This design comes from an exercise in tuning for small area on the open sky130 flow, not from production work.
The RTL was checked by simulation tests, not by an equivalence proof against the original design.

==> design/flow/design.v <==
module round_robin_priority_encoder(
    input [4:0] requests,
    input [4:0] previous_grant,
    output [4:0] grant
);
assign grant =
    previous_grant[0] ? (
        requests[1] ? 5'b00010 :
        requests[2] ? 5'b00100 :
        requests[3] ? 5'b01000 :
        requests[4] ? 5'b10000 :
        requests[0] ? 5'b00001 : 5'b00000
    ) :
    previous_grant[1] ? (
        requests[2] ? 5'b00100 :
        requests[3] ? 5'b01000 :
        requests[4] ? 5'b10000 :
        requests[0] ? 5'b00001 :
        requests[1] ? 5'b00010 : 5'b00000
    ) :
    previous_grant[2] ? (
        requests[3] ? 5'b01000 :
        requests[4] ? 5'b10000 :
        requests[0] ? 5'b00001 :
        requests[1] ? 5'b00010 :
        requests[2] ? 5'b00100 : 5'b00000
    ) :
    previous_grant[3] ? (
        requests[4] ? 5'b10000 :
        requests[0] ? 5'b00001 :
        requests[1] ? 5'b00010 :
        requests[2] ? 5'b00100 :
        requests[3] ? 5'b01000 : 5'b00000
    ) :
    (
        requests[0] ? 5'b00001 :
        requests[1] ? 5'b00010 :
        requests[2] ? 5'b00100 :
        requests[3] ? 5'b01000 :
        requests[4] ? 5'b10000 : 5'b00000
    );
endmodule
module bus_arbitration(
    input clk100,
    input cpuclk_rising,
    input cpuclk_falling,
    input c7m_in,
    input reset_n_in,
    input access_state_idle,
    output reg [1:0] bm_state,
    output reg br_n_out,
    output reg br_n_oe,
    input bg_n_in,
    input bgack_n_in,
    output reg bgack_n_out,
    output reg bgack_n_oe,
    input sbr_n_in,
    output reg sbg_n_out,
    output reg sbg_n_oe,
    input [4:0] ebr_n_in,
    output reg [4:0] ebg_n_out,
    output reg [4:0] ebg_n_oe,
    input ebgack_n_in,
    input own_n_in,
    output reg own_n_out,
    output reg own_n_oe
);
reg [2:0] c7m_sync;
reg [2:0] reset_n_sync;
reg [2:0] bg_n_sync;
reg [2:0] bgack_n_sync;
reg [2:0] sbr_n_sync;
reg [2:0] ebgack_n_sync;
reg [2:0] own_n_sync;
always @(posedge clk100) begin
    c7m_sync <= {c7m_sync[1:0], c7m_in};
    reset_n_sync <= {reset_n_sync[1:0], reset_n_in};
    bg_n_sync <= {bg_n_sync[1:0], bg_n_in};
    bgack_n_sync <= {bgack_n_sync[1:0], bgack_n_in};
    sbr_n_sync <= {sbr_n_sync[1:0], sbr_n_in};
    ebgack_n_sync <= {ebgack_n_sync[1:0], ebgack_n_in};
    own_n_sync <= {own_n_sync[1:0], own_n_in};
end
wire c7m_rising = c7m_sync[2:1] == 2'b01;
wire c7m_falling = c7m_sync[2:1] == 2'b10;
reg [4:0] ebr_n_sync_0;
reg [4:0] ebr_n_sync_1;
reg [4:0] ebr_n_falling_0;
reg [4:0] ebr_n_falling_1;
always @(posedge clk100) begin
    ebr_n_sync_1 <= ebr_n_sync_0;
    ebr_n_sync_0 <= ebr_n_in;
    if (c7m_falling) begin
        ebr_n_falling_1 <= ebr_n_falling_0;
        ebr_n_falling_0 <= ebr_n_sync_1;
    end
end
localparam BM_CPU = 2'd0;
localparam BM_Z3 = 2'd2;
localparam BM_Z2 = 2'd3;
localparam BA_NONE = 2'd0;
localparam BA_SDMAC = 2'd1;
localparam BA_Z3 = 2'd2;
localparam BA_Z2 = 2'd3;
reg [1:0] ba_state;
reg [2:0] z3_ba_state;
wire [4:0] z3_register_pulse = ebr_n_falling_1 & ~ebr_n_falling_0 & ebr_n_sync_1;
reg [4:0] z3_requests;
reg [4:0] z3_grant;
wire [4:0] next_z3_grant;
round_robin_priority_encoder z3_rrpe(
    .requests(z3_requests),
    .previous_grant(z3_grant),
    .grant(next_z3_grant)
);
reg [1:0] z2_ba_state;
wire [4:0] z2_requests = ~ebr_n_falling_1 & ~ebr_n_falling_0;
reg [4:0] z2_grant;
wire [4:0] next_z2_grant;
round_robin_priority_encoder z2_rrpe(
    .requests(z2_requests),
    .previous_grant(z2_grant),
    .grant(next_z2_grant)
);
always @(posedge clk100) begin
    if (!reset_n_sync[1]) begin  
        br_n_out <= 1'b0;
        br_n_oe <= 1'b0;
        bgack_n_out <= 1'b1;
        bgack_n_oe <= 1'b0;
        sbg_n_out <= 1'b1;
        sbg_n_oe <= 1'b0;
        ebg_n_out <= 5'b11111;
        ebg_n_oe <= 5'b00000;
        own_n_out <= 1'b1;
        own_n_oe <= 1'b0;
        bm_state <= BM_CPU;
        ba_state <= BA_NONE;
        z3_ba_state <= 3'd0;
        z3_requests <= 5'b0;
        z3_grant <= 5'b0;
        z2_ba_state <= 2'd0;
        z2_grant <= 5'b0;
    end else if (!reset_n_sync[2]) begin  
        sbg_n_oe <= 1'b1;
        ebg_n_oe <= 5'b11111;
    end else begin  
        if (c7m_falling) begin
            z3_requests <= z3_requests ^ z3_register_pulse;
        end
        case (ba_state)
            BA_NONE: begin
                if (!sbr_n_sync[1]) begin
                    br_n_oe <= 1'b1;
                    ba_state <= BA_SDMAC;
                end else if (|z3_requests) begin
                    br_n_oe <= 1'b1;
                    ba_state <= BA_Z3;
                end else if (|z2_requests) begin
                    br_n_oe <= 1'b1;
                    ba_state <= BA_Z2;
                end
            end
            BA_SDMAC: begin
                br_n_oe <= !sbr_n_sync[1];
                sbg_n_out <= bg_n_sync[1];
                if (sbr_n_sync[1] && bgack_n_sync[1]) begin
                    ba_state <= BA_NONE;
                end
            end
            BA_Z3: begin
                case (z3_ba_state)
                    3'd0: begin
                        if (!bg_n_sync[1] && bgack_n_sync[1] && access_state_idle) begin
                            bm_state <= BM_Z3;
                            own_n_out <= 1'b0;
                            own_n_oe <= 1'b1;
                            bgack_n_out <= 1'b0;
                            bgack_n_oe <= 1'b1;
                            z3_ba_state <= 3'd1;
                        end
                    end
                    3'd1: begin
                        if (cpuclk_falling) begin
                            z3_grant <= next_z3_grant;
                            ebg_n_out <= ~next_z3_grant;
                            z3_ba_state <= 2'd2;
                        end
                    end
                    3'd2: begin
                        if (cpuclk_rising) begin
                            br_n_oe <= 1'b0;
                            z3_ba_state <= 2'd3;
                        end
                    end
                    3'd3: begin
                        if (!(|(z3_requests & z3_grant))) begin
                            ebg_n_out <= 5'b11111;
                            z3_ba_state <= 3'd4;
                        end
                    end
                    3'd4: begin
                        if (access_state_idle && cpuclk_rising) begin
                            z3_ba_state <= 3'd5;
                        end
                    end
                    3'd5: begin
                        if (cpuclk_rising) begin
                            bm_state <= BM_CPU;
                            own_n_out <= 1'b1;
                            own_n_oe <= 1'b1;
                            bgack_n_out <= 1'b1;
                            bgack_n_oe <= 1'b1;
                            z3_ba_state <= 3'd6;
                        end
                    end
                    3'd6: begin
                        own_n_oe <= 1'b0;
                        bgack_n_oe <= 1'b0;
                        z3_ba_state <= 3'd0;
                        ba_state <= BA_NONE;
                    end
                endcase
            end
            BA_Z2: begin
                case (z2_ba_state)
                    2'd0: begin
                        if (!bg_n_sync[1] && bgack_n_sync[1] && access_state_idle && cpuclk_rising) begin
                            bm_state <= BM_Z2;
                            bgack_n_out <= 1'b0;
                            bgack_n_oe <= 1'b1;
                            z2_grant <= next_z2_grant;
                            ebg_n_out <= ~next_z2_grant;
                            z2_ba_state <= 2'd1;
                        end
                    end
                    2'd1: begin
                        if (cpuclk_rising) begin
                            br_n_oe <= 1'b0;
                        end
                        ebg_n_out <= ebr_n_sync_1 | ~z2_grant;
                        if (ebgack_n_sync[1] && (&ebg_n_out) && own_n_sync[1]) begin
                            z2_ba_state <= 2'd2;
                        end
                    end
                    2'd2: begin
                        if (cpuclk_rising) begin
                            bm_state <= BM_CPU;
                            bgack_n_out <= 1'b1;
                            bgack_n_oe <= 1'b1;
                            z2_ba_state <= 2'd3;
                        end
                    end
                    2'd3: begin
                        bgack_n_oe <= 1'b0;
                        z2_ba_state <= 2'd0;
                        ba_state <= BA_NONE;
                    end
                endcase
            end
        endcase
    end
end
endmodule
module access(
    input clk100,
    input cpuclk_rising,
    input cpuclk_falling,
    input c7m_in,
    input reset_n_in,
    input [1:0] bm_state,
    output access_state_idle,
    input addrz3_n_in,
    input memz2_n_in,
    input ioz2_n_in,
    output reg [2:0] aboe_n_out,
    output reg [2:0] aboe_n_oe,
    output reg [1:0] dboe_n_out,
    output reg [1:0] dboe_n_oe,
    output reg db16_n_out,
    output reg db16_n_oe,
    output reg d2p_n_out,
    output reg d2p_n_oe,
    output reg dblt_out,
    output reg dblt_oe,
    output reg bigz_n_out,
    output reg bigz_n_oe,
    input [3:0] a_in,
    output reg [3:0] a_out,
    input [1:0] siz_in,
    output reg [1:0] siz_out,
    input rw_in,
    output reg rw_out,
    input as_n_in,
    output reg as_n_out,
    input ds_n_in,
    output reg ds_n_out,
    input [1:0] dsack_n_in,
    output reg [1:0] dsack_n_out,
    output reg [1:0] dsack_n_oe,
    input sterm_n_in,
    output reg sterm_n_out,
    output reg sterm_n_oe,
    input ciin_n_in,
    output reg ciin_n_out,
    output reg ciin_n_oe,
    input [3:1] ea_in,
    output reg [3:1] ea_out,
    input read_in,
    output reg read_out,
    input fcs_n_in,
    output reg fcs_n_out,
    input ccs_n_in,
    output reg ccs_n_out,
    input doe_in,
    output reg doe_out,
    input [3:0] eds_n_in,
    output reg [3:0] eds_n_out,
    input dtack_n_in,
    output reg dtack_n_out,
    output reg dtack_n_oe,
    input cinh_n_in,
    output reg cinh_n_out,
    output reg cinh_n_oe,
    input mtcr_n_in
);
wire ovr_n_in = cinh_n_in;
wire xrdy_in = mtcr_n_in;
localparam BM_CPU = 2'd0;
localparam BM_Z3 = 2'd2;
localparam BM_Z2 = 2'd3;
reg [2:0] c7m_sync;
reg [2:0] reset_n_sync;
reg [2:0] fcs_n_sync;
reg [2:0] ccs_n_sync;
reg [2:0] dtack_n_sync;
reg [2:0] all_eds_n_sync;
reg [3:0] all_dsack_n_sync;
always @(posedge clk100) begin
    c7m_sync <= {c7m_sync[1:0], c7m_in};
    reset_n_sync <= {reset_n_sync[1:0], reset_n_in};
    fcs_n_sync <= {fcs_n_sync[1:0], fcs_n_in};
    ccs_n_sync <= {ccs_n_sync[1:0], ccs_n_in};
    dtack_n_sync <= {dtack_n_sync[1:0], dtack_n_in};
    all_eds_n_sync <= {all_eds_n_sync[1:0], &eds_n_in};
    all_dsack_n_sync <= {all_dsack_n_sync[2:0], &dsack_n_in};
end
wire c7m_rising = c7m_sync[2:1] == 2'b01;
wire c7m_falling = c7m_sync[2:1] == 2'b10;
reg [3:0] next_z3_eds_n;
always @(*) begin
    case ({siz_in, a_in[1:0]})
        4'b0100: next_z3_eds_n <= 4'b0111;
        4'b0101: next_z3_eds_n <= 4'b1011;
        4'b0110: next_z3_eds_n <= 4'b1101;
        4'b0111: next_z3_eds_n <= 4'b1110;
        4'b1000: next_z3_eds_n <= 4'b0011;
        4'b1001: next_z3_eds_n <= 4'b1001;
        4'b1010: next_z3_eds_n <= 4'b1100;
        4'b1011: next_z3_eds_n <= 4'b1110;
        4'b1100: next_z3_eds_n <= 4'b0001;
        4'b1101: next_z3_eds_n <= 4'b1000;
        4'b1110: next_z3_eds_n <= 4'b1100;
        4'b1111: next_z3_eds_n <= 4'b1110;
        4'b0000: next_z3_eds_n <= 4'b0000;
        4'b0001: next_z3_eds_n <= 4'b1000;
        4'b0010: next_z3_eds_n <= 4'b1100;
        4'b0011: next_z3_eds_n <= 4'b1110;
    endcase
end
reg [3:0] next_z2_eds_n;
always @(*) begin
    if (!a_in[0]) begin  
        if (siz_in == 2'd1) begin
            next_z2_eds_n <= 4'b0111;
        end else begin
            next_z2_eds_n <= 4'b0011;
        end
    end else begin  
        next_z2_eds_n <= 4'b1011;
    end
end
reg [3:0] next_z3_a;
always @(*) begin
    case (eds_n_in)
        4'b0000: next_z3_a <= {ea_in[3:2], 2'd0};
        4'b0001: next_z3_a <= {ea_in[3:2], 2'd0};
        4'b0010: next_z3_a <= {ea_in[3:2], 2'd0};  
        4'b0011: next_z3_a <= {ea_in[3:2], 2'd0};
        4'b0100: next_z3_a <= {ea_in[3:2], 2'd0};  
        4'b0101: next_z3_a <= {ea_in[3:2], 2'd0};  
        4'b0110: next_z3_a <= {ea_in[3:2], 2'd0};  
        4'b0111: next_z3_a <= {ea_in[3:2], 2'd0};
        4'b1000: next_z3_a <= {ea_in[3:2], 2'd1};
        4'b1001: next_z3_a <= {ea_in[3:2], 2'd1};
        4'b1010: next_z3_a <= {ea_in[3:2], 2'd1};  
        4'b1011: next_z3_a <= {ea_in[3:2], 2'd1};
        4'b1100: next_z3_a <= {ea_in[3:2], 2'd2};
        4'b1101: next_z3_a <= {ea_in[3:2], 2'd2};
        4'b1110: next_z3_a <= {ea_in[3:2], 2'd3};
        4'b1111: next_z3_a <= {ea_in[3:2], 2'd3};  
    endcase
end
reg [1:0] next_z3_siz;
always @(*) begin
    case (eds_n_in)
        4'b0000: next_z3_siz <= 2'd0;
        4'b0001: next_z3_siz <= 2'd3;
        4'b0010: next_z3_siz <= 2'd2;  
        4'b0011: next_z3_siz <= 2'd2;
        4'b0100: next_z3_siz <= 2'd1;  
        4'b0101: next_z3_siz <= 2'd1;  
        4'b0110: next_z3_siz <= 2'd1;  
        4'b0111: next_z3_siz <= 2'd1;
        4'b1000: next_z3_siz <= 2'd3;
        4'b1001: next_z3_siz <= 2'd2;
        4'b1010: next_z3_siz <= 2'd1;  
        4'b1011: next_z3_siz <= 2'd1;
        4'b1100: next_z3_siz <= 2'd2;
        4'b1101: next_z3_siz <= 2'd1;
        4'b1110: next_z3_siz <= 2'd1;
        4'b1111: next_z3_siz <= 2'd0;  
    endcase
end
wire [3:0] next_z2_a = {ea_in[3:1], eds_n_in[3]};
wire [1:0] next_z2_siz = eds_n_in[3:2] == 2'b00 ? 2'b10 : 2'b01;
localparam ACCESS_IDLE = 3'd0;
localparam ACCESS_CPU_TO_Z3 = 3'd1;
localparam ACCESS_CPU_TO_Z2 = 3'd2;
localparam ACCESS_CPU_TO_OTHER = 3'd3;
localparam ACCESS_Z3_TO_CPU = 3'd4;
localparam ACCESS_Z3_TO_Z3 = 3'd5;
localparam ACCESS_Z2_TO_CPU = 3'd6;
reg [2:0] access_state;
reg [2:0] address_decode_stable;
reg [1:0] sterm_n_delayed;
reg [1:0] addrz3_n_delayed;
reg [2:0] cpu_to_z3_state;
reg [7:0] terminate_access_counter;
reg [2:0] cpu_to_z2_state;
reg [2:0] z2_state;
reg [2:0] z3_to_cpu_state;
reg [2:0] z2_to_cpu_state;
assign access_state_idle = access_state == ACCESS_IDLE;
always @(posedge clk100) begin
    address_decode_stable <= {address_decode_stable[1:0], aboe_n_out == 3'b000};
    sterm_n_delayed <= {sterm_n_delayed[0], sterm_n_in};
    addrz3_n_delayed <= {addrz3_n_delayed[0], addrz3_n_in};
    if (!reset_n_sync[1]) begin  
        aboe_n_out <= 3'b000;
        aboe_n_oe <= 3'b000;
        dboe_n_out <= 2'b11;
        dboe_n_oe <= 2'b00;
        db16_n_out <= 1'b1;
        db16_n_oe <= 1'b0;
        d2p_n_out <= 1'b1;
        d2p_n_oe <= 1'b0;
        dblt_out <= 1'b0;
        dblt_oe <= 1'b0;
        bigz_n_out <= 1'b1;
        bigz_n_oe <= 1'b0;
        a_out <= 4'b0000;
        siz_out <= 2'b00;
        rw_out <= 1'b1;
        as_n_out <= 1'b1;
        ds_n_out <= 1'b1;
        dsack_n_out <= 2'b11;
        dsack_n_oe <= 2'b00;
        sterm_n_out <= 1'b1;
        sterm_n_oe <= 1'b0;
        ciin_n_out <= 1'b1;
        ciin_n_oe <= 1'b0;
        ea_out <= 3'b000;
        read_out <= 1'b1;
        fcs_n_out <= 1'b1;
        ccs_n_out <= 1'b1;
        doe_out <= 1'b0;
        eds_n_out <= 4'b1111;
        dtack_n_out <= 1'b1;
        dtack_n_oe <= 1'b0;
        cinh_n_out <= 1'b1;
        cinh_n_oe <= 1'b0;
        access_state <= ACCESS_IDLE;
        cpu_to_z3_state <= 3'd0;
        terminate_access_counter <= 8'd0;
        cpu_to_z2_state <= 3'd0;
        z2_state <= 3'd0;
        z3_to_cpu_state <= 3'd0;
        z2_to_cpu_state <= 3'd0;
    end else if (!reset_n_sync[2]) begin  
        aboe_n_oe <= 3'b111;
        dboe_n_oe <= 2'b11;
        db16_n_oe <= 1'b1;
        d2p_n_oe <= 1'b1;
        dblt_oe <= 1'b1;
        bigz_n_oe <= 1'b1;
    end else begin  
        case (access_state)
            ACCESS_IDLE: begin
                aboe_n_out <= bm_state == BM_Z2 ? 3'b100 : 3'b000;
                bigz_n_out <= bm_state == BM_Z2 ? 1'b0 : 1'b1;
                case (bm_state)
                    BM_CPU: begin
                        if (cpuclk_rising && !as_n_in) begin
                            ea_out <= {a_in[3:2], 1'b1};
                            read_out <= rw_in;
                            d2p_n_out <= !rw_in;
                        end
                        if (cpuclk_falling && !as_n_in && address_decode_stable[2]) begin
                            if (!addrz3_n_in) begin
                                fcs_n_out <= 1'b0;
                                access_state <= ACCESS_CPU_TO_Z3;
                            end else if (!memz2_n_in || !ioz2_n_in) begin
                                fcs_n_out <= 1'b0;
                                access_state <= ACCESS_CPU_TO_Z2;
                            end else begin
                                access_state <= ACCESS_CPU_TO_OTHER;
                            end
                        end
                    end
                    BM_Z3: begin
                        if (!fcs_n_sync[1]) begin
                            if (!addrz3_n_delayed[1]) begin
                                access_state <= ACCESS_Z3_TO_Z3;
                            end else begin
                                access_state <= ACCESS_Z3_TO_CPU;
                            end
                        end
                    end
                    BM_Z2: begin
                        if (!ccs_n_sync[1]) begin
                            access_state <= ACCESS_Z2_TO_CPU;
                        end
                    end
                endcase
            end
            ACCESS_CPU_TO_OTHER: begin
                if (cpuclk_rising && as_n_in) begin
                    access_state <= ACCESS_IDLE;
                end
            end
            ACCESS_CPU_TO_Z3: begin
                case (cpu_to_z3_state)
                    3'd0: begin
                        if (cpuclk_rising) begin
                            aboe_n_out <= 3'b110;
                            cpu_to_z3_state <= 3'd1;
                        end
                    end
                    3'd1: begin
                        if (cpuclk_falling) begin
                            doe_out <= 1'b1;
                            dboe_n_out <= 2'b00;
                            cpu_to_z3_state <= 3'd2;
                        end
                    end
                    3'd2: begin
                        if (cpuclk_rising) begin
                            eds_n_out <= next_z3_eds_n;
                            terminate_access_counter <= 8'd40;
                            cpu_to_z3_state <= 3'd3;
                        end
                    end
                    3'd3: begin
                        if (cpuclk_falling) begin
                            ciin_n_out <= cinh_n_in;
                            ciin_n_oe <= 1'b1;
                        end
                        if (cpuclk_rising) begin
                            if (!dtack_n_sync[1] || terminate_access_counter == 8'd0) begin
                                dsack_n_out <= 2'b00;  
                                dsack_n_oe <= 2'b11;  
                                cpu_to_z3_state <= 3'd4;
                            end else begin
                                terminate_access_counter <= terminate_access_counter - 8'd1;
                            end
                        end
                    end
                    3'd4: begin
                        if (cpuclk_rising && as_n_in) begin
                            fcs_n_out <= 1'b1;
                            eds_n_out <= 4'b1111;
                            dboe_n_out <= 2'b11;
                            dsack_n_out <= 2'b11;
                            ciin_n_out <= 1'b1;
                            cpu_to_z3_state <= 3'd5;
                        end
                    end
                    3'd5: begin
                        doe_out <= 1'b0;
                        if (cpuclk_falling) begin
                            dsack_n_oe <= 2'b00;
                            ciin_n_oe <= 1'b0;
                            cpu_to_z3_state <= 3'd6;
                        end
                    end
                    3'd6: begin
                        if (cpuclk_falling) begin
                            aboe_n_out <= 3'b000;
                            cpu_to_z3_state <= 3'd0;
                            access_state <= ACCESS_IDLE;
                        end
                    end
                endcase
            end
            ACCESS_CPU_TO_Z2: begin
                case (cpu_to_z2_state)
                    3'd0: begin
                        if (cpuclk_rising) begin
                            ea_out <= a_in[3:1];
                            aboe_n_out <= 3'b100;
                            dblt_out <= rw_in;
                            ciin_n_out <= ioz2_n_in;
                            cpu_to_z2_state <= 3'd1;
                        end
                    end
                    3'd1: begin
                        if (cpuclk_falling) begin
                            if (!ciin_n_out) begin
                                ciin_n_oe <= 1'b1;
                            end
                            cpu_to_z2_state <= 3'd2;
                        end
                    end
                    3'd2: begin
                        if (z2_state == 3'd6 && c7m_falling) begin
                            cpu_to_z2_state <= 3'd3;
                        end
                    end
                    3'd3: begin
                        if (cpuclk_rising) begin
                            dsack_n_out <= 2'b01;
                            dsack_n_oe <= 2'b11;
                            cpu_to_z2_state <= 3'd4;
                        end
                    end
                    3'd4: begin
                        if (cpuclk_rising && as_n_in) begin
                            fcs_n_out <= 1'b1;
                            aboe_n_out <= 3'b110;
                            dboe_n_out <= 2'b11;
                            dblt_out <= 1'b0;
                            dsack_n_out <= 2'b11;
                            ciin_n_out <= 1'b1;
                            cpu_to_z2_state <= 3'd5;
                        end
                    end
                    3'd5: begin
                        if (cpuclk_falling) begin
                            dsack_n_oe <= 2'b00;
                            ciin_n_oe <= 1'b0;
                            cpu_to_z2_state <= 3'd6;
                        end
                    end
                    3'd6: begin
                        if (cpuclk_falling) begin
                            aboe_n_out <= 3'b000;
                            cpu_to_z2_state <= 3'd0;
                            access_state <= ACCESS_IDLE;
                        end
                    end
                endcase
                case (z2_state)
                    3'd0: begin
                        if (cpu_to_z2_state == 3'd1 && cpuclk_falling) begin
                            z2_state <= 3'd1;
                        end
                    end
                    3'd1: begin
                        if (c7m_rising) begin
                            ccs_n_out <= 1'b0;
                            if (rw_in)
                                eds_n_out <= next_z2_eds_n;
                            if (!rw_in)
                                dboe_n_out <= 2'b01;
                            z2_state <= 3'd2;
                        end
                    end
                    3'd2: begin
                        if (c7m_falling) begin
                            z2_state <= 3'd3;
                        end
                    end
                    3'd3: begin
                        if (c7m_rising) begin
                            if (!rw_in)
                                eds_n_out <= next_z2_eds_n;
                            if (rw_in)
                                dboe_n_out <= 2'b01;
                            doe_out <= 1'b1;
                            if (xrdy_in && ovr_n_in) begin
                                dtack_n_out <= 1'b0;
                                dtack_n_oe <= 1'b1;
                            end
                            z2_state <= 3'd4;
                        end
                    end
                    3'd4: begin
                        if (c7m_falling) begin
                            if (!dtack_n_sync[1])
                                z2_state <= 3'd5;
                            else
                                z2_state <= 3'd3;
                        end
                    end
                    3'd5: begin
                        if (c7m_rising) begin
                            z2_state <= 3'd6;
                        end
                    end
                    3'd6: begin
                        if (c7m_falling) begin
                            ccs_n_out <= 1'b1;
                            eds_n_out <= 4'b1111;
                            dtack_n_oe <= 1'b0;
                            z2_state <= 3'd7;
                        end
                    end
                    3'd7: begin
                        if (c7m_rising) begin
                            doe_out <= 1'b0;
                            z2_state <= 3'd0;
                        end
                    end
                endcase
            end
            ACCESS_Z3_TO_CPU: begin
                case (z3_to_cpu_state)
                    3'd0: begin  
                        if (cpuclk_rising && doe_in && !all_eds_n_sync[1]) begin
                            a_out <= next_z3_a;
                            siz_out <= next_z3_siz;
                            rw_out <= read_in;
                            dboe_n_out <= 2'b00;
                            d2p_n_out <= read_in;
                            z3_to_cpu_state <= 3'd1;
                        end
                    end
                    3'd1: begin  
                        if (cpuclk_falling) begin
                            as_n_out <= 1'b0;
                            if (rw_out)
                                ds_n_out <= 1'b0;
                            z3_to_cpu_state <= 3'd2;
                        end
                    end
                    3'd2: begin  
                        if (cpuclk_falling) begin
                            ds_n_out <= 1'b0;
                            z3_to_cpu_state <= 3'd3;
                        end
                    end
                    3'd3: begin  
                        if (cpuclk_falling) begin
                            if (!all_dsack_n_sync[3] || !sterm_n_delayed[1]) begin
                                if (!rw_out) begin
                                    as_n_out <= 1'b1;
                                    ds_n_out <= 1'b1;
                                end
                                dtack_n_out <= 1'b0;
                                dtack_n_oe <= 1'b1;
                                z3_to_cpu_state <= 3'd4;
                            end
                        end
                    end
                    3'd4: begin
                        if (fcs_n_sync[1]) begin
                            dtack_n_out <= 1'b1;
                            dboe_n_out <= 2'b11;
                            z3_to_cpu_state <= 3'd5;
                        end
                    end
                    3'd5: begin
                        dtack_n_oe <= 1'b0;
                        if (!rw_out || cpuclk_falling) begin
                            as_n_out <= 1'b1;
                            ds_n_out <= 1'b1;
                            z3_to_cpu_state <= 3'd0;
                            access_state <= ACCESS_IDLE;
                        end
                    end
                endcase
            end
            ACCESS_Z3_TO_Z3: begin
                if (fcs_n_sync[1]) begin
                    access_state <= ACCESS_IDLE;
                end
            end
            ACCESS_Z2_TO_CPU: begin
                case (z2_to_cpu_state)
                    3'd0: begin  
                        if (cpuclk_rising && !all_eds_n_sync[1]) begin
                            a_out <= next_z2_a;
                            siz_out <= next_z2_siz;
                            rw_out <= read_in;
                            if (!ea_in[1]) begin
                                dboe_n_out <= 2'b01;
                            end else begin
                                db16_n_out <= 1'b0;
                            end
                            d2p_n_out <= read_in;
                            z2_to_cpu_state <= 3'd1;
                        end
                    end
                    3'd1: begin  
                        if (cpuclk_falling) begin
                            as_n_out <= 1'b0;
                            if (rw_out)
                                ds_n_out <= 1'b0;
                            z2_to_cpu_state <= 3'd2;
                        end
                    end
                    3'd2: begin  
                        if (cpuclk_falling) begin
                            ds_n_out <= 1'b0;
                            z2_to_cpu_state <= 3'd3;
                        end
                    end
                    3'd3: begin  
                        if (cpuclk_falling) begin
                            if (!all_dsack_n_sync[3] || !sterm_n_delayed[1]) begin
                                if (!rw_out) begin
                                    as_n_out <= 1'b1;
                                    ds_n_out <= 1'b1;
                                end
                                dtack_n_out <= 1'b0;
                                dtack_n_oe <= 1'b1;
                                z2_to_cpu_state <= 3'd4;
                            end
                        end
                    end
                    3'd4: begin
                        if (ccs_n_sync[1]) begin
                            dtack_n_out <= 1'b1;
                            dboe_n_out <= 2'b11;
                            db16_n_out <= 1'b1;
                            z2_to_cpu_state <= 3'd5;
                        end
                    end
                    3'd5: begin
                        dtack_n_oe <= 1'b0;
                        if (!rw_out || cpuclk_falling) begin
                            as_n_out <= 1'b1;
                            ds_n_out <= 1'b1;
                            z2_to_cpu_state <= 3'd0;
                            access_state <= ACCESS_IDLE;
                        end
                    end
                endcase
            end
        endcase
    end
end
endmodule
module rebuster_core(
    input clk100,
    input cpuclk_rising,
    input cpuclk_falling,
    input c7m_in,
    input reset_n_in,
    output br_n_out,
    output br_n_oe,
    input bg_n_in,
    input bgack_n_in,
    output bgack_n_out,
    output bgack_n_oe,
    input sbr_n_in,
    output sbg_n_out,
    output sbg_n_oe,
    input [4:0] ebr_n_in,
    output [4:0] ebg_n_out,
    output [4:0] ebg_n_oe,
    input ebgack_n_in,
    input own_n_in,
    output own_n_out,
    output own_n_oe,
    input addrz3_n_in,
    input memz2_n_in,
    input ioz2_n_in,
    output [2:0] aboe_n_out,
    output [2:0] aboe_n_oe,
    output [1:0] dboe_n_out,
    output [1:0] dboe_n_oe,
    output db16_n_out,
    output db16_n_oe,
    output d2p_n_out,
    output d2p_n_oe,
    output dblt_out,
    output dblt_oe,
    output bigz_n_out,
    output bigz_n_oe,
    input [3:0] a_in,
    output [3:0] a_out,
    output reg [3:0] a_oe,
    input [1:0] siz_in,
    output [1:0] siz_out,
    output reg [1:0] siz_oe,
    input rw_in,
    output rw_out,
    output reg rw_oe,
    input as_n_in,
    output as_n_out,
    output reg as_n_oe,
    input ds_n_in,
    output ds_n_out,
    output reg ds_n_oe,
    input [1:0] dsack_n_in,
    output [1:0] dsack_n_out,
    output [1:0] dsack_n_oe,
    input sterm_n_in,
    output sterm_n_out,
    output sterm_n_oe,
    input ciin_n_in,
    output ciin_n_out,
    output ciin_n_oe,
    input [3:1] ea_in,
    output [3:1] ea_out,
    output reg [3:1] ea_oe,
    input read_in,
    output read_out,
    output reg read_oe,
    input fcs_n_in,
    output fcs_n_out,
    output reg fcs_n_oe,
    input ccs_n_in,
    output ccs_n_out,
    output reg ccs_n_oe,
    input doe_in,
    output doe_out,
    output reg doe_oe,
    input [3:0] eds_n_in,
    output [3:0] eds_n_out,
    output reg [3:0] eds_n_oe,
    input dtack_n_in,
    output dtack_n_out,
    output dtack_n_oe,
    input cinh_n_in,
    output cinh_n_out,
    output cinh_n_oe,
    input mtcr_n_in
);
reg [2:0] reset_n_sync;
always @(posedge clk100) begin
    reset_n_sync <= {reset_n_sync[1:0], reset_n_in};
end
wire [1:0] bm_state;
wire access_state_idle;
bus_arbitration bus_arbitration(
    .clk100(clk100),
    .cpuclk_rising(cpuclk_rising),
    .cpuclk_falling(cpuclk_falling),
    .c7m_in(c7m_in),
    .reset_n_in(reset_n_in),
    .access_state_idle(access_state_idle),
    .bm_state(bm_state),
    .br_n_out(br_n_out),
    .br_n_oe(br_n_oe),
    .bg_n_in(bg_n_in),
    .bgack_n_in(bgack_n_in),
    .bgack_n_out(bgack_n_out),
    .bgack_n_oe(bgack_n_oe),
    .sbr_n_in(sbr_n_in),
    .sbg_n_out(sbg_n_out),
    .sbg_n_oe(sbg_n_oe),
    .ebr_n_in(ebr_n_in),
    .ebg_n_out(ebg_n_out),
    .ebg_n_oe(ebg_n_oe),
    .ebgack_n_in(ebgack_n_in),
    .own_n_in(own_n_in),
    .own_n_out(own_n_out),
    .own_n_oe(own_n_oe)
);
wire zorro_ctrl_oe = reset_n_sync[2] && own_n_in;
wire cpu_ctrl_oe = reset_n_sync[2] && !own_n_in;
always @(*) begin
    ea_oe <= {3{zorro_ctrl_oe}};
    read_oe <= zorro_ctrl_oe;
    doe_oe <= zorro_ctrl_oe;
    fcs_n_oe <= zorro_ctrl_oe;
    ccs_n_oe <= zorro_ctrl_oe;
    eds_n_oe <= {4{zorro_ctrl_oe}};
    a_oe <= {4{cpu_ctrl_oe}};
    siz_oe <= {2{cpu_ctrl_oe}};
    rw_oe <= cpu_ctrl_oe;
    as_n_oe <= cpu_ctrl_oe;
    ds_n_oe <= cpu_ctrl_oe;
end
access access(
    .clk100(clk100),
    .cpuclk_rising(cpuclk_rising),
    .cpuclk_falling(cpuclk_falling),
    .c7m_in(c7m_in),
    .reset_n_in(reset_n_in),
    .bm_state(bm_state),
    .access_state_idle(access_state_idle),
    .addrz3_n_in(addrz3_n_in),
    .memz2_n_in(memz2_n_in),
    .ioz2_n_in(ioz2_n_in),
    .aboe_n_out(aboe_n_out),
    .aboe_n_oe(aboe_n_oe),
    .dboe_n_out(dboe_n_out),
    .dboe_n_oe(dboe_n_oe),
    .db16_n_out(db16_n_out),
    .db16_n_oe(db16_n_oe),
    .d2p_n_out(d2p_n_out),
    .d2p_n_oe(d2p_n_oe),
    .dblt_out(dblt_out),
    .dblt_oe(dblt_oe),
    .bigz_n_out(bigz_n_out),
    .bigz_n_oe(bigz_n_oe),
    .a_in(a_in),
    .a_out(a_out),
    .siz_in(siz_in),
    .siz_out(siz_out),
    .rw_in(rw_in),
    .rw_out(rw_out),
    .as_n_in(as_n_in),
    .as_n_out(as_n_out),
    .ds_n_in(ds_n_in),
    .ds_n_out(ds_n_out),
    .dsack_n_in(dsack_n_in),
    .dsack_n_out(dsack_n_out),
    .dsack_n_oe(dsack_n_oe),
    .sterm_n_in(sterm_n_in),
    .sterm_n_out(sterm_n_out),
    .sterm_n_oe(sterm_n_oe),
    .ciin_n_in(ciin_n_in),
    .ciin_n_out(ciin_n_out),
    .ciin_n_oe(ciin_n_oe),
    .ea_in(ea_in),
    .ea_out(ea_out),
    .read_in(read_in),
    .read_out(read_out),
    .fcs_n_in(fcs_n_in),
    .fcs_n_out(fcs_n_out),
    .ccs_n_in(ccs_n_in),
    .ccs_n_out(ccs_n_out),
    .doe_in(doe_in),
    .doe_out(doe_out),
    .eds_n_in(eds_n_in),
    .eds_n_out(eds_n_out),
    .dtack_n_in(dtack_n_in),
    .dtack_n_out(dtack_n_out),
    .dtack_n_oe(dtack_n_oe),
    .cinh_n_in(cinh_n_in),
    .cinh_n_out(cinh_n_out),
    .cinh_n_oe(cinh_n_oe),
    .mtcr_n_in(mtcr_n_in)
);
endmodule
==> design/flow/run.sh <==
#!/bin/bash
# synth_recipe.tcl (not shown) runs the flow's synth.tcl, then flattens the netlist and writes it again
# the make line also repeats each setting of config.mk as NAME=value (left out here)
make -C /OpenROAD-flow-scripts/flow DESIGN_CONFIG=/design/flow/config.mk WORK_HOME=/design/flow/orfs CLKGATE_MAP_FILE= SYNTH_SCRIPT=/design/flow/synth_recipe.tcl finish
==> design/flow/config.mk <==
export PLATFORM = sky130hd
export DESIGN_NAME = rebuster_core
export DESIGN_NICKNAME = rebuster_core
export VERILOG_FILES = /design/flow/design.v
export SDC_FILE = /design/flow/constraint.sdc
export NUM_CORES = 4
export LEC_CHECK = 0
export CAP_MARGIN = 20
export CORE_MARGIN = 2
export CORE_UTILIZATION = 40
export SLEW_MARGIN = 20
==> design/flow/constraint.sdc <==
create_clock -name core_clock -period 10.0 [get_ports {clk100}]
set_input_delay 2.0000 -clock core_clock [delete_from_list [all_inputs] [get_ports {clk100}]]
set_output_delay 2.0000 -clock core_clock [all_outputs]
set_load 0.01 [all_outputs]
==> metrics.cfg <==
[global_route]
grt_first_pass_wirelength_mm=38.0
grt_max_degree=58
grtUsageMet3_pct=3.56
antenna_found_initial=0
use_met2_pct=33.8
use_met1_pct=28.9
grt_pass1_vias=7126
grt.total_usage_pct=20.9
grt.busiest_layer=met2
grt_overflow=0

[floorplanning]
die_h_um=152
core-area_mm2=0.0216
start_util_pct=40.4
design.portCount=133
floorplan.rows=54
die_w_um=152
dieArea_mm2=0.0230

[clock_network]
clk_latency_ns=0.43
ctsResizeCount=0
cts-root-buf=clkbuf_16
htree_levels=4
cts_tree=yes
cts.clk_slew.worst_paths_ns=0.06
clock_path_buffers=2
cts_made_buffers=17
cts.sinks=154
hold_buffers=0
post_cts_buffers=0

[routing]
drtIter0Drc=615
post-route-drc-count=0
vias=7834
avgRoutedWirePerCell_um=17.2
dr.pass1.iters=5
routed_wl_mm=24.0
drtAntennaViolNets=0
via_per_inst=5.64

[power_and_ir_drop]
vdd_drop_max_mv=0.108
power_density_mw_per_mm2=145
p_leak_nw=3.79
power_mw=1.51

[synthesis]
synth_edf_count=10
synth.distinct_cells=89
ys_seq_elements=154
async_flop_share_pct=0
ys_warn_count=3
seq_area_frac_synth_pct=36.5
synth.avg_cell_area_um2=8.31
syn_area_mm2=0.00873
ys.flop_type=dfxtp_1
synth_cells=1050

[worst_setup_path]
cp_top_family=buffers and inverters
critPathKind=in2out
cpMostUsedCell=clkdlybuf4s50_1
cp-end-kind=output port
arrival_ns=3.46
startpoint_type=input pin
cp_max_fo=9
crit_chain=clkdlybuf4s50_1 -> nor2_1 -> clkdlybuf4s50_1
cpMaxStageDelayCell=clkdlybuf4s50_1
critPathBufInv=2
crit_required_ns=8.00
slowest_delay_ns=0.64

[layout]
drive_above_1_share_pct=7.03
final_core_util_pct=48.1
final_cell_mix=dfxtp_1 (143), clkdlybuf4s50_1 (125), nand2_1 (90)
layout_commonest_cell=dfxtp_1
syn_to_final_growth_pct=19.1
diodes=0
nets=1157

[hold_path]
hp-class=reg2reg

[sta]
fin_ws_ns=4.54
report.final.setup_viol=0
hold_viol=0
worst_pin_slew_ns=0.902
fin_crit_sh_pct=54.6
max-slew-margin-rel_pct=39.8
min_period_ns=5.46
fmax_mhz=183
drv_slew=0
clock-skew-final_ns=0.00713
rsz0062_at_grt=no
setup_tns_ns=0

[placed_design]
gp_congestion=0.877
dpl.hpwl_mm=16.5
io_buffers=125
pre_cts_ws_ns=4.50

[status]
status=complete, no violations

[run]
drv_cap=0

report_power, final:
group          switching (mW)  internal (mW)  total, mW
Clock                   0.267          0.392      0.659
Sequential             0.0222          0.643      0.665
Combinational          0.0957         0.0861      0.182
through the flow:
stage / instance area, um2 / hold slack (ns) / instances
floorplan: 8740 / 0.310 / 1053
global placement: 9810 / 0.310 / 1358
detailed placement: 9810 / 0.312 / 1358
CTS: 10400 / 0.324 / 1390
global route: 10400 / 0.331 / 1390
finish: 10400 / 0.324 / 1390
registers in the layout, indices dropped and copies added, names as in the netlist, 5 cells and up:
name and flops:
access.terminate_access_counter 8, bus_arbitration.ebg_n_out 5, bus_arbitration.ebr_n_falling_0 5, bus_arbitration.ebr_n_falling_1 5, bus_arbitration.ebr_n_sync_0 5, bus_arbitration.ebr_n_sync_1 5, bus_arbitration.z2_grant 5, bus_arbitration.z3_grant 5
bus_arbitration.z3_requests 5
worst register-to-register path, stage by stage (launching register included):
cell	delay [ns]
dfxtp_1	0.91
nand3b_1	0.65
or3_1	0.23
o211ai_1	0.11
or3_1	0.37
o31a_1	0.30
final cells by class:
| class | count | area, um2 |
|---|---|---|
| Inverter | 33 | 124 |
| Timing Repair Buffer | 133 | 1310 |
| Tap cell | 280 | 350 |
| Clock inverter | 12 | 148 |
| Sequential cell | 154 | 3180 |
| Clock buffer | 20 | 437 |
| Multi-Input combinational cell | 758 | 4840 |
| Fill cell | 2134 | 11200 |
cells in the mapped netlist, types with 15 or more instances:
| master | count | area (um2) |
|---|---|---|
| a21oi_1 | 68 | 340 |
| a31oi_1 | 16 | 100 |
| buf_4 | 40 | 300 |
| clkbuf_1 | 54 | 203 |
| dfxtp_1 | 144 | 2880 |
| ha_1 | 15 | 188 |
| inv_1 | 32 | 120 |
| mux2i_1 | 23 | 230 |
| nand2_1 | 90 | 338 |
| nand2b_1 | 24 | 150 |
| nand3_1 | 31 | 155 |
| nand3b_1 | 16 | 120 |
| nor2_1 | 87 | 327 |
| nor2b_1 | 26 | 163 |
| nor3_1 | 36 | 180 |
| o21ai_0 | 49 | 245 |
per-layer routing:
layer	share of wire (%)	wire length [um]	vias to the layer above
li1	-	-	3888
met1	47	11200	3668
met2	47	11200	256
met3	5.0	1200	22
met4	1.3	321	0
met5	0	0	-
worst paths after layout:
check                                      startpoint                                 to  slack, ns  depth (start not counted)
setup / recovery                             own_n_in                            ds_n_oe       4.54                          3
hold / removal         access.dtack_n_sync[0]$_DFF_P_     access.dtack_n_sync[1]$_DFF_P_       0.32                          0
setup reg to reg  access.access_state[0]$_SDFFE_PN0P_  access.dboe_n_out[1]$_SDFFE_PN1P_       7.31                          5
hold reg to reg        access.dtack_n_sync[0]$_DFF_P_     access.dtack_n_sync[1]$_DFF_P_       0.32                          0
cell families after synthesis:
group,synth area share [%]
compound gates,23.1
xor+xnor,1.20
fa+ha+maj,2.15
buf+inv,8.23
flops,36.5
mux,3.02
other cells,0.0860
simple gates,25.7

what the ideal ports hide:
In the flow no input, the clock included, has a driving cell. The finished layout below was timed again as built, in two steps. Step 1: set_driving_cell puts a clkbuf_16 on clk100 and a buf_2 on each other input, an assumption about the parent block. Step 2, shift: input delay + t, output delay - t, t = (earliest + latest rising clock arrival at the registers) / 2. This alone moves slack from input paths to output paths. a / b / c = ideal ports / drivers / drivers and shift; a / b = the first two.
shift t [ns]: 0.468
slack for setup (ns): 4.543 / 4.516 / 4.516
worst setup path at the end: input to output
slew at the worst register clock pin (ns): 0.06 / 0.06
worst data-port slew with drivers (ns): 0.04
After both steps setup and hold are still met in this run. The setup slack of this run moves by -0.027 ns with the drivers and by -0.027 ns with both steps.
